This is an optimization exercise on Yosys and OpenROAD, whose aim is small area, a short achievable clock period and few clock cycles per item, not a production implementation. RTL that was checked went through simulation tests only; none was proved equivalent to the original.

==> inputs of sierra <==
Design chunk_inner_loop, start of the top module:
module chunk_inner_loop(
	input logic [511:0] chunk, output logic [255:0] hash,
	input logic valid, reset, clk,
	output logic ready
);
localparam [1:0] IDLE = 2'd0, PREP = 2'd1, ROUND = 2'd2;
logic [1:0]  state;
logic [5:0]  n;               
logic [31:0] w [0:15];        
logic [31:0] a, b, c, d, e, f, g, h;
logic [31:0] hv [0:7];        
logic [31:0] da, de;          
function automatic [31:0] rotr(input [31:0] x, input integer s);
	rotr = (x >> s) | (x << (32 - s));
endfunction
function automatic [31:0] kconst(input [5:0] i);
	case (i)
		6'd0: kconst = 32'h428a2f98;  6'd1: kconst = 32'h71374491;  6'd2: kconst = 32'hb5c0fbcf;  6'd3: kconst = 32'he9b5dba5;
		6'd4: kconst = 32'h3956c25b;  6'd5: kconst = 32'h59f111f1;  6'd6: kconst = 32'h923f82a4;  6'd7: kconst = 32'hab1c5ed5;
		6'd8: kconst = 32'hd807aa98;  6'd9: kconst = 32'h12835b01;  6'd10: kconst = 32'h243185be; 6'd11: kconst = 32'h550c7dc3;
		6'd12: kconst = 32'h72be5d74; 6'd13: kconst = 32'h80deb1fe; 6'd14: kconst = 32'h9bdc06a7; 6'd15: kconst = 32'hc19bf174;
		6'd16: kconst = 32'he49b69c1; 6'd17: kconst = 32'hefbe4786; 6'd18: kconst = 32'h0fc19dc6; 6'd19: kconst = 32'h240ca1cc;
		6'd20: kconst = 32'h2de92c6f; 6'd21: kconst = 32'h4a7484aa; 6'd22: kconst = 32'h5cb0a9dc; 6'd23: kconst = 32'h76f988da;
  ...
make LEC_CHECK=0 CAP_MARGIN=20 CORE_MARGIN=2 CORE_UTILIZATION=40 SLEW_MARGIN=20 finish   # period 12.0 ns
run.sh (not shown) runs the stock make flow with config.mk's settings and CLKGATE_MAP_FILE= SYNTH_SCRIPT=/design/flow/synth_recipe.tcl, a recipe that flattens the netlist after the stock synthesis.
==> lagoon (differences from sierra) <==
==> flow/design.v (replaced) <==
module chunk_inner_loop(
	input logic [511:0] chunk, output logic [255:0] hash,
	input logic valid, reset, clk,
	output logic ready
);
logic        busy;            
logic [5:0]  n;               
logic        fin;             
logic        tail;            
logic [31:0] w [0:15];        
logic [31:0] a, b, c, d, e, f, g, h;
logic [31:0] hv [0:7];        
logic [31:0] das, dac;        
logic [31:0] des, dec;        
function automatic [31:0] rotr(input [31:0] x, input integer s);
	rotr = (x >> s) | (x << (32 - s));
endfunction
function automatic [31:0] kconst(input [5:0] i);
	case (i)
		6'd0: kconst = 32'h428a2f98;  6'd1: kconst = 32'h71374491;  6'd2: kconst = 32'hb5c0fbcf;  6'd3: kconst = 32'he9b5dba5;
		6'd4: kconst = 32'h3956c25b;  6'd5: kconst = 32'h59f111f1;  6'd6: kconst = 32'h923f82a4;  6'd7: kconst = 32'hab1c5ed5;
		6'd8: kconst = 32'hd807aa98;  6'd9: kconst = 32'h12835b01;  6'd10: kconst = 32'h243185be; 6'd11: kconst = 32'h550c7dc3;
		6'd12: kconst = 32'h72be5d74; 6'd13: kconst = 32'h80deb1fe; 6'd14: kconst = 32'h9bdc06a7; 6'd15: kconst = 32'hc19bf174;
		6'd16: kconst = 32'he49b69c1; 6'd17: kconst = 32'hefbe4786; 6'd18: kconst = 32'h0fc19dc6; 6'd19: kconst = 32'h240ca1cc;
		6'd20: kconst = 32'h2de92c6f; 6'd21: kconst = 32'h4a7484aa; 6'd22: kconst = 32'h5cb0a9dc; 6'd23: kconst = 32'h76f988da;
		6'd24: kconst = 32'h983e5152; 6'd25: kconst = 32'ha831c66d; 6'd26: kconst = 32'hb00327c8; 6'd27: kconst = 32'hbf597fc7;
		6'd28: kconst = 32'hc6e00bf3; 6'd29: kconst = 32'hd5a79147; 6'd30: kconst = 32'h06ca6351; 6'd31: kconst = 32'h14292967;
		6'd32: kconst = 32'h27b70a85; 6'd33: kconst = 32'h2e1b2138; 6'd34: kconst = 32'h4d2c6dfc; 6'd35: kconst = 32'h53380d13;
		6'd36: kconst = 32'h650a7354; 6'd37: kconst = 32'h766a0abb; 6'd38: kconst = 32'h81c2c92e; 6'd39: kconst = 32'h92722c85;
		6'd40: kconst = 32'ha2bfe8a1; 6'd41: kconst = 32'ha81a664b; 6'd42: kconst = 32'hc24b8b70; 6'd43: kconst = 32'hc76c51a3;
		6'd44: kconst = 32'hd192e819; 6'd45: kconst = 32'hd6990624; 6'd46: kconst = 32'hf40e3585; 6'd47: kconst = 32'h106aa070;
		6'd48: kconst = 32'h19a4c116; 6'd49: kconst = 32'h1e376c08; 6'd50: kconst = 32'h2748774c; 6'd51: kconst = 32'h34b0bcb5;
		6'd52: kconst = 32'h391c0cb3; 6'd53: kconst = 32'h4ed8aa4a; 6'd54: kconst = 32'h5b9cca4f; 6'd55: kconst = 32'h682e6ff3;
		6'd56: kconst = 32'h748f82ee; 6'd57: kconst = 32'h78a5636f; 6'd58: kconst = 32'h84c87814; 6'd59: kconst = 32'h8cc70208;
		6'd60: kconst = 32'h90befffa; 6'd61: kconst = 32'ha4506ceb; 6'd62: kconst = 32'hbef9a3f7; default: kconst = 32'hc67178f2;
	endcase
endfunction
function automatic [31:0] maj3(input [31:0] x, input [31:0] y, input [31:0] z);
	maj3 = (x & y) | (x & z) | (y & z);
endfunction
function automatic [31:0] add_bk(input [31:0] p, input [31:0] q);
	logic [31:0] t, gg, pp;
	integer i, k;
	t = p ^ q; gg = p & q; pp = t;
	for (k = 1; k < 32; k = k * 2)
		for (i = 2*k - 1; i < 32; i = i + 2*k) begin
			gg[i] = gg[i] | (pp[i] & gg[i-k]);
			pp[i] = pp[i] & pp[i-k];
		end
	for (k = 8; k >= 1; k = k / 2)
		for (i = 3*k - 1; i < 32; i = i + 2*k) begin
			gg[i] = gg[i] | (pp[i] & gg[i-k]);
			pp[i] = pp[i] & pp[i-k];
		end
	add_bk = t ^ {gg[30:0], 1'b0};
endfunction
wire rnd = busy && !tail;
wire last = rnd && (n == 6'd0);       
wire [31:0] sig1 = rotr(e, 6) ^ rotr(e, 11) ^ rotr(e, 25);
wire [31:0] ch   = (e & f) ^ (~e & g);
wire [31:0] sig0 = rotr(a, 2) ^ rotr(a, 13) ^ rotr(a, 22);
wire [31:0] maj  = (a & b) ^ (a & c) ^ (b & c);
wire [31:0] a1s = das ^ dac ^ ch;
wire [31:0] a1c = {maj3(das, dac, ch), 1'b0};
wire [31:0] a2s = sig1 ^ sig0 ^ maj;
wire [31:0] a2c = {maj3(sig1, sig0, maj), 1'b0};
wire [31:0] a3s = a1s ^ a1c ^ a2s;
wire [31:0] a3c = {maj3(a1s, a1c, a2s), 1'b0};
wire [31:0] a4s = a3s ^ a3c ^ a2c;
wire [31:0] a4c = {maj3(a3s, a3c, a2c), 1'b0};
wire [31:0] a_new = a4s + a4c;
wire [31:0] e1s = des ^ dec ^ ch;
wire [31:0] e1c = {maj3(des, dec, ch), 1'b0};
wire [31:0] e2s = e1s ^ e1c ^ sig1;
wire [31:0] e2c = {maj3(e1s, e1c, sig1), 1'b0};
wire [31:0] e_new = e2s + e2c;
wire [31:0] kn  = kconst(n);
wire [31:0] hn  = rnd ? g : hv[7];
wire [31:0] dn  = rnd ? c : hv[3];
wire [31:0] wn  = rnd ? w[1] : chunk[511:480];
wire [31:0] p_s = hn ^ kn ^ wn;
wire [31:0] p_c = {maj3(hn, kn, wn), 1'b0};
wire [31:0] das_n = p_s;
wire [31:0] dac_n = p_c;
wire [31:0] des_n = p_s ^ p_c ^ dn;
wire [31:0] dec_n = {maj3(p_s, p_c, dn), 1'b0};
wire [31:0] s0w = rotr(w[1], 7) ^ rotr(w[1], 18) ^ (w[1] >> 3);
wire [31:0] s1w = rotr(w[14], 17) ^ rotr(w[14], 19) ^ (w[14] >> 10);
wire [31:0] w1s = w[0] ^ w[9] ^ s0w;
wire [31:0] w1c = {maj3(w[0], w[9], s0w), 1'b0};
wire [31:0] w2s = w1s ^ w1c ^ s1w;
wire [31:0] w2c = {maj3(w1s, w1c, s1w), 1'b0};
wire [31:0] w_new = w2s + w2c;
wire [31:0] fa_sum = add_bk(hv[3], a);
wire [31:0] fe_sum = add_bk(hv[7], e);
assign ready = !busy;
assign hash = {hv[0], hv[1], hv[2], hv[3], hv[4], hv[5], hv[6], hv[7]};
integer j;
always_ff @(posedge clk) begin
	if (!busy) begin
		for (j = 0; j < 16; j++) w[j] <= chunk[511 - 32*j -: 32];
	end else begin
		for (j = 0; j < 15; j++) w[j] <= w[j+1];
		w[15] <= w_new;
	end
	if (rnd) begin
		a <= a_new; b <= a; c <= b; d <= c;
		e <= e_new; f <= e; g <= f; h <= g;
	end else begin
		a <= hv[0]; b <= hv[1]; c <= hv[2]; d <= hv[3];
		e <= hv[4]; f <= hv[5]; g <= hv[6]; h <= hv[7];
	end
	das <= das_n; dac <= dac_n;
	des <= des_n; dec <= dec_n;
end
always_ff @(posedge clk) begin
	if (reset) begin
		busy <= 1'b0;
		n <= 6'd0;
		fin <= 1'b0;
		tail <= 1'b0;
		hv[0] <= 32'h6a09e667; hv[1] <= 32'hbb67ae85; hv[2] <= 32'h3c6ef372; hv[3] <= 32'ha54ff53a;
		hv[4] <= 32'h510e527f; hv[5] <= 32'h9b05688c; hv[6] <= 32'h1f83d9ab; hv[7] <= 32'h5be0cd19;
	end else begin
		fin <= rnd && (n == 6'd61 || n == 6'd62 || n == 6'd63 || n == 6'd0);
		tail <= last;
		if (!busy) begin
			n <= valid ? 6'd1 : 6'd0;
			busy <= valid;
		end else begin
			if (rnd && !last) n <= n + 6'd1;    
			if (tail) busy <= 1'b0;
			if (fin) begin
				hv[0] <= fa_sum; hv[1] <= hv[0]; hv[2] <= hv[1]; hv[3] <= hv[2];
				hv[4] <= fe_sum; hv[5] <= hv[4]; hv[6] <= hv[5]; hv[7] <= hv[6];
			end
		end
	end
end
endmodule
==> flow/flow/run.sh (new file) <==
#!/bin/bash
# Layout: the standard flow (standard.sh, unchanged synthesis), with
#  - sky130_fd_sc_hd__buf_1 as the port buffer (every port still gets one),
#  - timing repair aimed at a setup slack of SETUP_SLACK_MARGIN ns, so the
#    design is repaired below the 12 ns constraint it is signed off at,
#  - a clock tree of clkbuf_8 buffers without dummy loads.
# make's full output goes to standard.log in the work folder; ORFS's per-step
# logs stay under orfs/logs/.
set -uo pipefail
cd "$(dirname "$0")/.."
bash standard.sh \
  "BUFFER_PORTS_ARGS=-buffer_cell sky130_fd_sc_hd__buf_1" \
  "SETUP_SLACK_MARGIN=7.4" \
  "CTS_ARGS=-sink_clustering_enable -repair_clock_nets -dont_use_dummy_load -buf_list sky130_fd_sc_hd__clkbuf_8" \
  finish > standard.log 2>&1
status=$?
tail -n 40 standard.log
exit $status
==> flow/standard.sh (new file) <==
#!/bin/bash
# synth_recipe.tcl (not shown) runs the flow's synth.tcl, then flattens the netlist and writes it again
# the make line also repeats each setting of config.mk as NAME=value (left out here)
make -C /OpenROAD-flow-scripts/flow DESIGN_CONFIG=/design/flow/config.mk WORK_HOME=/design/flow/orfs CLKGATE_MAP_FILE= SYNTH_SCRIPT=/design/flow/synth_recipe.tcl "${@:-finish}"
==> flow/config.mk (replaced) <==
export PLATFORM = sky130hd
export DESIGN_NAME = chunk_inner_loop
export DESIGN_NICKNAME = chunk_inner_loop
export VERILOG_FILES = /design/flow/design.v
export SDC_FILE = /design/flow/constraint.sdc
export NUM_CORES = 4
export LEC_CHECK = 0
export CAP_MARGIN = 20
export CORE_MARGIN = 2
export CORE_UTILIZATION = 60
export PLACE_DENSITY = 0.72
export SLEW_MARGIN = 20
removed: flow/run.sh
==> umber (differences from sierra) <==
==> flow/design.v (replaced) <==
module chunk_inner_loop(
	input logic [511:0] chunk, output logic [255:0] hash,
	input logic valid, reset, clk,
	output logic ready
);
logic        busy;            
logic [5:0]  n;               
logic        pl;              
logic        fin;             
logic [31:0] w [0:15];        
logic [31:0] a, b, c, d, e, f, g, h;
logic [31:0] hv [0:7];        
logic [31:0] das, dac;        
logic [31:0] des, dec;        
function automatic [31:0] rotr(input [31:0] x, input integer s);
	rotr = (x >> s) | (x << (32 - s));
endfunction
function automatic [31:0] kconst(input [5:0] i);
	case (i)
		6'd0: kconst = 32'h428a2f98;  6'd1: kconst = 32'h71374491;  6'd2: kconst = 32'hb5c0fbcf;  6'd3: kconst = 32'he9b5dba5;
		6'd4: kconst = 32'h3956c25b;  6'd5: kconst = 32'h59f111f1;  6'd6: kconst = 32'h923f82a4;  6'd7: kconst = 32'hab1c5ed5;
		6'd8: kconst = 32'hd807aa98;  6'd9: kconst = 32'h12835b01;  6'd10: kconst = 32'h243185be; 6'd11: kconst = 32'h550c7dc3;
		6'd12: kconst = 32'h72be5d74; 6'd13: kconst = 32'h80deb1fe; 6'd14: kconst = 32'h9bdc06a7; 6'd15: kconst = 32'hc19bf174;
		6'd16: kconst = 32'he49b69c1; 6'd17: kconst = 32'hefbe4786; 6'd18: kconst = 32'h0fc19dc6; 6'd19: kconst = 32'h240ca1cc;
		6'd20: kconst = 32'h2de92c6f; 6'd21: kconst = 32'h4a7484aa; 6'd22: kconst = 32'h5cb0a9dc; 6'd23: kconst = 32'h76f988da;
		6'd24: kconst = 32'h983e5152; 6'd25: kconst = 32'ha831c66d; 6'd26: kconst = 32'hb00327c8; 6'd27: kconst = 32'hbf597fc7;
		6'd28: kconst = 32'hc6e00bf3; 6'd29: kconst = 32'hd5a79147; 6'd30: kconst = 32'h06ca6351; 6'd31: kconst = 32'h14292967;
		6'd32: kconst = 32'h27b70a85; 6'd33: kconst = 32'h2e1b2138; 6'd34: kconst = 32'h4d2c6dfc; 6'd35: kconst = 32'h53380d13;
		6'd36: kconst = 32'h650a7354; 6'd37: kconst = 32'h766a0abb; 6'd38: kconst = 32'h81c2c92e; 6'd39: kconst = 32'h92722c85;
		6'd40: kconst = 32'ha2bfe8a1; 6'd41: kconst = 32'ha81a664b; 6'd42: kconst = 32'hc24b8b70; 6'd43: kconst = 32'hc76c51a3;
		6'd44: kconst = 32'hd192e819; 6'd45: kconst = 32'hd6990624; 6'd46: kconst = 32'hf40e3585; 6'd47: kconst = 32'h106aa070;
		6'd48: kconst = 32'h19a4c116; 6'd49: kconst = 32'h1e376c08; 6'd50: kconst = 32'h2748774c; 6'd51: kconst = 32'h34b0bcb5;
		6'd52: kconst = 32'h391c0cb3; 6'd53: kconst = 32'h4ed8aa4a; 6'd54: kconst = 32'h5b9cca4f; 6'd55: kconst = 32'h682e6ff3;
		6'd56: kconst = 32'h748f82ee; 6'd57: kconst = 32'h78a5636f; 6'd58: kconst = 32'h84c87814; 6'd59: kconst = 32'h8cc70208;
		6'd60: kconst = 32'h90befffa; 6'd61: kconst = 32'ha4506ceb; 6'd62: kconst = 32'hbef9a3f7; default: kconst = 32'hc67178f2;
	endcase
endfunction
function automatic [31:0] maj3(input [31:0] x, input [31:0] y, input [31:0] z);
	maj3 = (x & y) | (x & z) | (y & z);
endfunction
function automatic [31:0] add_bk(input [31:0] p, input [31:0] q);
	logic [31:0] t, gg, pp;
	integer i, k;
	t = p ^ q; gg = p & q; pp = t;
	for (k = 1; k < 32; k = k * 2)
		for (i = 2*k - 1; i < 32; i = i + 2*k) begin
			gg[i] = gg[i] | (pp[i] & gg[i-k]);
			pp[i] = pp[i] & pp[i-k];
		end
	for (k = 8; k >= 1; k = k / 2)
		for (i = 3*k - 1; i < 32; i = i + 2*k) begin
			gg[i] = gg[i] | (pp[i] & gg[i-k]);
			pp[i] = pp[i] & pp[i-k];
		end
	add_bk = t ^ {gg[30:0], 1'b0};
endfunction
wire last = busy && (n == 6'd0);      
wire [31:0] sig1 = rotr(e, 6) ^ rotr(e, 11) ^ rotr(e, 25);
wire [31:0] ch   = (e & f) ^ (~e & g);
wire [31:0] sig0 = rotr(a, 2) ^ rotr(a, 13) ^ rotr(a, 22);
wire [31:0] maj  = (a & b) ^ (a & c) ^ (b & c);
wire [31:0] a_new = das + dac + sig1 + ch + sig0 + maj;
wire [31:0] e_new = des + dec + sig1 + ch;
wire [31:0] kn  = kconst(n);
wire [31:0] hn  = busy ? g : hv[7];
wire [31:0] dn  = busy ? c : hv[3];
wire [31:0] wn  = busy ? w[1] : chunk[511:480];
wire [31:0] g0  = pl ? hv[0] : 32'd0;
wire [31:0] g4  = pl ? hv[4] : 32'd0;
wire [31:0] p_s = hn ^ kn ^ wn;
wire [31:0] p_c = {maj3(hn, kn, wn), 1'b0};
wire [31:0] das_n = p_s ^ p_c ^ g0;
wire [31:0] dac_n = {maj3(p_s, p_c, g0), 1'b0};
wire [31:0] q_s = p_s ^ p_c ^ dn;
wire [31:0] q_c = {maj3(p_s, p_c, dn), 1'b0};
wire [31:0] des_n = q_s ^ q_c ^ g4;
wire [31:0] dec_n = {maj3(q_s, q_c, g4), 1'b0};
wire [31:0] s0w = rotr(w[1], 7) ^ rotr(w[1], 18) ^ (w[1] >> 3);
wire [31:0] s1w = rotr(w[14], 17) ^ rotr(w[14], 19) ^ (w[14] >> 10);
wire [31:0] w_new = w[0] + s0w + w[9] + s1w;
wire [31:0] fa_sum = add_bk(hv[3], a);
wire [31:0] fe_sum = add_bk(hv[7], e);
assign ready = !busy;
assign hash = {hv[0], hv[1], hv[2], hv[3], hv[4], hv[5], hv[6], hv[7]};
integer j;
always_ff @(posedge clk) begin
	if (!busy) begin
		for (j = 0; j < 16; j++) w[j] <= chunk[511 - 32*j -: 32];
	end else begin
		for (j = 0; j < 15; j++) w[j] <= w[j+1];
		w[15] <= w_new;
	end
	if (busy) begin
		a <= a_new; b <= a; c <= b; d <= c;
		e <= e_new; f <= e; g <= f; h <= g;
	end else begin
		a <= hv[0]; b <= hv[1]; c <= hv[2]; d <= hv[3];
		e <= hv[4]; f <= hv[5]; g <= hv[6]; h <= hv[7];
	end
	das <= das_n; dac <= dac_n;
	des <= des_n; dec <= dec_n;
end
always_ff @(posedge clk) begin
	if (reset) begin
		busy <= 1'b0;
		n <= 6'd0;
		pl <= 1'b0;
		fin <= 1'b0;
		hv[0] <= 32'h6a09e667; hv[1] <= 32'hbb67ae85; hv[2] <= 32'h3c6ef372; hv[3] <= 32'ha54ff53a;
		hv[4] <= 32'h510e527f; hv[5] <= 32'h9b05688c; hv[6] <= 32'h1f83d9ab; hv[7] <= 32'h5be0cd19;
	end else begin
		pl <= busy && (n == 6'd62);
		fin <= busy && (n == 6'd61 || n == 6'd62 || n == 6'd63);
		if (!busy) begin
			n <= valid ? 6'd1 : 6'd0;
			busy <= valid;
		end else begin
			n <= n + 6'd1;
			if (last) begin
				busy <= 1'b0;
				n <= 6'd0;        
				hv[0] <= a_new;
				hv[4] <= e_new;
			end
			if (fin) begin
				hv[1] <= fa_sum; hv[2] <= hv[1]; hv[3] <= hv[2];
				hv[5] <= fe_sum; hv[6] <= hv[5]; hv[7] <= hv[6];
			end
		end
	end
end
endmodule
==> flow/flow/run.sh (new file) <==
#!/bin/bash
# Layout: the standard flow (standard.sh, unchanged synthesis), with
#  - sky130_fd_sc_hd__buf_1 as the port buffer (every port still gets one),
#  - timing repair aimed at a setup slack of SETUP_SLACK_MARGIN ns, so the
#    design is repaired below the 12 ns constraint it is signed off at,
#  - a clock tree of clkbuf_8 buffers without dummy loads,
#  - no full/half adder cells (ADDER_MAP_FILE empty): adders stay plain gates
#    for abc, which maps them faster than the fa/ha cells. Registers are
#    unchanged.
# make's full output goes to standard.log in the work folder; ORFS's per-step
# logs stay under orfs/logs/.
set -uo pipefail
cd "$(dirname "$0")/.."
bash standard.sh \
  "BUFFER_PORTS_ARGS=-buffer_cell sky130_fd_sc_hd__buf_1" \
  "SETUP_SLACK_MARGIN=8" \
  "ADDER_MAP_FILE=" \
  "CTS_ARGS=-sink_clustering_enable -repair_clock_nets -dont_use_dummy_load -buf_list sky130_fd_sc_hd__clkbuf_8" \
  finish > standard.log 2>&1
status=$?
tail -n 40 standard.log
exit $status
==> flow/standard.sh (new file) <==
#!/bin/bash
# synth_recipe.tcl (not shown) runs the flow's synth.tcl, then flattens the netlist and writes it again
# the make line also repeats each setting of config.mk as NAME=value (left out here)
make -C /OpenROAD-flow-scripts/flow DESIGN_CONFIG=/design/flow/config.mk WORK_HOME=/design/flow/orfs CLKGATE_MAP_FILE= SYNTH_SCRIPT=/design/flow/synth_recipe.tcl "${@:-finish}"
==> flow/config.mk (replaced) <==
export PLATFORM = sky130hd
export DESIGN_NAME = chunk_inner_loop
export DESIGN_NICKNAME = chunk_inner_loop
export VERILOG_FILES = /design/flow/design.v
export SDC_FILE = /design/flow/constraint.sdc
export NUM_CORES = 4
export LEC_CHECK = 0
export CAP_MARGIN = 20
export CORE_MARGIN = 2
export CORE_UTILIZATION = 60
export PLACE_DENSITY = 0.72
export SLEW_MARGIN = 20
removed: flow/run.sh
==> notes <==
umber produced a clean layout. sierra completed without violations. lagoon finished with timing, DRC and antenna clean. Of lagoon and sierra, lagoon has the higher non-clock buffer count (gap 14). Between sierra and umber, the lower utilization is in sierra (gap 24 points). The highest setup slack belongs to lagoon, the lowest to sierra. Hold slack, highest first: sierra, umber, lagoon. The lowest clock skew belongs to sierra, the highest to lagoon. Against lagoon, the synthesized area of umber is higher by about 9%. Cell count, highest first: sierra, umber, lagoon.
Testbench counts of sierra, summed over its fixed seeds: cycles 12,680, items 192.
Testbench counts of lagoon, summed over its fixed seeds: cycles 12,680, items 192.
The RTL of umber was laid out without a check of its function.

[afterwards: timing with drivers on the ports]
No port has a modelled driver above. Below, the same layouts with a new extraction and two added sets of constraints. Step 1 (the two cells are an assumption about what drives the block):
set clk [get_ports {clk}]
set_driving_cell -lib_cell sky130_fd_sc_hd__clkbuf_16 $clk
set_driving_cell -lib_cell sky130_fd_sc_hd__buf_2 [delete_from_list [all_inputs] $clk]
Step 2 times the ports against the registers' clock, not the clock port: input delays grow and output delays shrink by t, the midpoint of the rising clock arrivals with the driver on. Slacks: ideal ports / drivers / drivers and shift; pairs: ideal ports / drivers.
run | shift t [ns] | slack for setup (ns) | clock arrival spread, ns
sierra | 0.899 | 5.469 / 5.469 / 5.310 | 0.032 / 0.032
lagoon | 0.929 | 7.338 / 7.338 / 6.637 | 0.086 / 0.086
umber | 0.907 | 7.089 / 7.089 / 7.089 | 0.082 / 0.082
After both steps setup and hold are still met in every run listed. The setup slack of lagoon, which loses most, moves by 0.000 ns with the drivers and by -0.701 ns with both steps.
